Context: an optimization exercise on an open-source flow, tuned for small area, a short achievable clock period and few clock cycles per item. The choices shown serve that exercise and are no tape-out recipe.
RTL that was checked went through simulation tests only; none was proved equivalent to the original.
No driver is modelled on the clock port, so clocking that relies on it looks cheaper here than on a real chip.
Power is estimated from default activity; no workload was simulated.

== old ==
==> flow/design.v <==
`timescale 1ns / 1ps
module lzss_decoder (
  input logic rst_,
  input logic clk,
  input logic literal,
  input logic data_ready,
  input logic [3*8-1:0] data_in,
  output logic new_data_ready,
  output logic data_valid,
  output logic [8-1:0] data_out
);
  localparam int WIN = 56;
  logic       t_valid;     
  logic       t_lit;       
  logic       t_copy;      
  logic [7:0] t_byte;      
  logic [7:0] t_len;
  logic [7:0] ring [WIN-1:0];
  logic [7:0] rem;       
  logic       act;       
  logic       last;      
  logic       rep;       
  logic       empty;     
  logic       lit;       
  logic [7:0] e_byte;    
  logic [7:0] lo;        
  logic [6:0] hi;        
  logic       accept;
  logic       e_load;
  logic       in_far;
  logic       in_copy;
  logic       nxt_act;
  logic       nxt_last;
  logic       rem2_1, empty2;
  logic [7:0] byte_out;
  assign accept   = data_ready & new_data_ready;
  assign e_load   = t_valid;
  assign in_far   = (|data_in[15:6]) | (data_in[5:3] == 3'b111);
  assign in_copy  = !literal && !in_far && data_in[23:16] != 8'd0;
  assign data_out = ring[0];
  always_comb begin
    byte_out = lit ? e_byte : 8'd0;
    for (int j = 0; j < 7; j++) begin
      logic [7:0] grp;
      grp = 8'd0;
      for (int k = 0; k < 8; k++)
        for (int b = 0; b < 8; b++)
          grp[b] = grp[b] | (lo[k] & ring[8*j+k][b]);
      byte_out = byte_out | (hi[j] ? grp : 8'd0);
    end
  end
  always_comb begin
    nxt_act  = e_load ? (t_lit || t_copy) : (act && rem >= 8'd2);
    nxt_last = e_load ? (t_lit || (t_copy && t_len == 8'd1)) : (act && rem == 8'd2);
    rem2_1   = accept  ? literal
             : t_valid ? (t_copy && t_len == 8'd2)
             :           rem == 8'd3;
    empty2   = empty && !act && !nxt_act && !accept;
  end
  always_ff @(posedge clk) begin
    t_lit  <= literal;
    t_copy <= in_copy;
    t_byte <= data_in[7:0];
    t_len  <= data_in[23:16];
  end
  always_ff @(posedge clk) begin
    ring[0] <= byte_out;
    for (int i = WIN-1; i >= 1; i--) ring[i] <= ring[i-1];
  end
  always_ff @(posedge clk) begin
    e_byte[7:6] <= t_byte[7:6];
    e_byte[5:0] <= e_load ? t_byte[5:0] : e_byte[5:0] - 6'd1;
  end
  always_ff @(posedge clk) begin
    if (e_load) begin
      if (t_lit)       rem <= 8'd1;
      else if (t_copy) rem <= t_len;
      else             rem <= 8'd0;
    end else begin
      rem <= rem == 8'd0 ? 8'(WIN-1) : rem - 8'd1;
    end
  end
  always_ff @(posedge clk) begin
    if (!rst_) begin
      lit  <= 1'b0;
      lo   <= 8'h80;
      hi   <= 7'h40;
    end else if (e_load) begin
      lit <= t_lit;
      for (int k = 0; k < 8; k++) lo[k] <= t_copy ? t_byte[2:0] == 3'(k) : k == 7;
      for (int j = 0; j < 7; j++) hi[j] <= t_copy ? t_byte[5:3] == 3'(j) : (j == 6 && !t_lit);
    end else if (last) begin
      lit  <= 1'b0;
      lo   <= 8'h80;
      hi   <= 7'h40;
    end else if (rep) begin
      lit  <= 1'b0;
      lo   <= 8'h01;
      hi   <= 7'h01;
    end
  end
  always_ff @(posedge clk) begin
    if (!rst_) begin
      t_valid        <= 1'b0;
      act            <= 1'b0;
      last           <= 1'b0;
      rep            <= 1'b0;
      empty          <= 1'b1;
      new_data_ready <= 1'b1;
      data_valid     <= 1'b0;
    end else begin
      t_valid        <= accept;
      act            <= nxt_act;
      last           <= nxt_last;
      rep            <= e_load ? (t_copy && t_byte[5:0] == 6'd0 && t_len != 8'd1)
                               : (act && rem >= 8'd3 && e_byte[5:0] == 6'd1);
      empty          <= empty & !act;
      new_data_ready <= rem2_1 || empty2;
      data_valid     <= act;
    end
  end
endmodule
==> flow/config.mk <==
export PLATFORM = sky130hd
export DESIGN_NAME = lzss_decoder
export DESIGN_NICKNAME = lzss_decoder
export VERILOG_FILES = /design/flow/design.v
export SDC_FILE = /design/flow/constraint.sdc
export NUM_CORES = 4
export LEC_CHECK = 0
export CAP_MARGIN = 20
export CORE_MARGIN = 2
export CORE_UTILIZATION = 65
export CTS_CLUSTER_DIAMETER = 60
export CTS_CLUSTER_SIZE = 18
export SETUP_SLACK_MARGIN = 3.15
export SLEW_MARGIN = 20
==> flow/constraint.sdc <==
create_clock -name core_clock -period 5.0 [get_ports {clk}]
set_input_delay 1.0000 -clock core_clock [delete_from_list [all_inputs] [get_ports {clk}]]
set_output_delay 1.0000 -clock core_clock [all_outputs]
set_load 0.01 [all_outputs]
standard.sh (not shown) runs the stock make flow with config.mk's settings and CLKGATE_MAP_FILE= SYNTH_SCRIPT=/design/flow/synth_recipe.tcl, a recipe that flattens the netlist after the stock synthesis.
==> flow/flow/run.sh <==
#!/bin/bash
set -euo pipefail
R=orfs/results/${FLOW_PLATFORM}/lzss_decoder/base
bash standard.sh "BUFFER_PORTS_ARGS=-buffer_cell sky130_fd_sc_hd__buf_1" cts > 1_standard_to_cts.log 2>&1
cp $R/4_cts.odb $R/4_cts_orig.odb
R=$R openroad -no_init -exit flow/flatten_clock_tree.tcl > 2_flatten_clock_tree.log 2>&1
bash standard.sh finish > 3_standard_finish.log 2>&1
Other scripts of this flow, unchanged in this note and not shown: flow/flow/flatten_clock_tree.tcl
Testbench counts of old, summed over its fixed seeds: cycles 20,582, bytes 20,566.
diff inputs: old => new
--- a/flow/design.v
+++ b/flow/design.v
@@ -23,5 +23,5 @@
   logic       empty;     
   logic       lit;       
-  logic [7:0] e_byte;    
+  logic [5:0] dcnt;      
   logic [7:0] lo;        
   logic [6:0] hi;        
@@ -40,5 +40,5 @@
   assign data_out = ring[0];
   always_comb begin
-    byte_out = lit ? e_byte : 8'd0;
+    byte_out = lit ? lo : 8'd0;
     for (int j = 0; j < 7; j++) begin
       logic [7:0] grp;
@@ -69,6 +69,5 @@
   end
   always_ff @(posedge clk) begin
-    e_byte[7:6] <= t_byte[7:6];
-    e_byte[5:0] <= e_load ? t_byte[5:0] : e_byte[5:0] - 6'd1;
+    dcnt <= e_load ? t_byte[5:0] : dcnt - 6'd1;
   end
   always_ff @(posedge clk) begin
@@ -88,5 +87,5 @@
     end else if (e_load) begin
       lit <= t_lit;
-      for (int k = 0; k < 8; k++) lo[k] <= t_copy ? t_byte[2:0] == 3'(k) : k == 7;
+      for (int k = 0; k < 8; k++) lo[k] <= t_lit ? t_byte[k] : t_copy ? t_byte[2:0] == 3'(k) : k == 7;
       for (int j = 0; j < 7; j++) hi[j] <= t_copy ? t_byte[5:3] == 3'(j) : (j == 6 && !t_lit);
     end else if (last) begin
@@ -114,5 +113,5 @@
       last           <= nxt_last;
       rep            <= e_load ? (t_copy && t_byte[5:0] == 6'd0 && t_len != 8'd1)
-                               : (act && rem >= 8'd3 && e_byte[5:0] == 6'd1);
+                               : (act && rem >= 8'd3 && dcnt == 6'd1);
       empty          <= empty & !act;
       new_data_ready <= rem2_1 || empty2;
[summary]
new completed every stage of the flow, and the final layout passed the timing, DRC and antenna checks. In the reports for new and old, the smaller total number of nets in the final design belongs to old. Diff old..new | final hold violation count | unchanged. new against old: final area went up by 110 um2; combinational power grew by 10%; flop and latch count out of synthesis lower; share of synthesized cell area in full adder, half adder and majority cells now sits at about the same level; met2 usage in global routing fell by 1.2 points.
For new, only the layout was checked, not whether the RTL still works.

## what the ideal ports hide
No port has a modelled driver above. Below, the same layouts with a new extraction and two added sets of constraints. Step 1 sets driving cells, clkbuf_16 on the clock port and buf_2 on the other inputs (assumed; they add their load-dependent delay and slew). Step 2 also shifts input and output timing later by t, the mid clock arrival at the registers, as if the neighbouring blocks saw the same clock. Three values: ideal ports, drivers, drivers and shift; two values: the first two.
run | shift t [ns] | setup WS [ns] | hold slack, ns | cell pins on the clock port's net
old | 0.408 | 3.175 / 3.088 / 3.135 | 0.330 / 0.330 / 0.330 | 4
new | 0.415 | 3.172 / 3.082 / 2.967 | 0.331 / 0.331 / 0.331 | 4
After both steps every run listed still meets setup and hold. For new, which loses most, drivers alone change the setup slack by -0.090 ns; drivers and shift together by -0.205 ns.
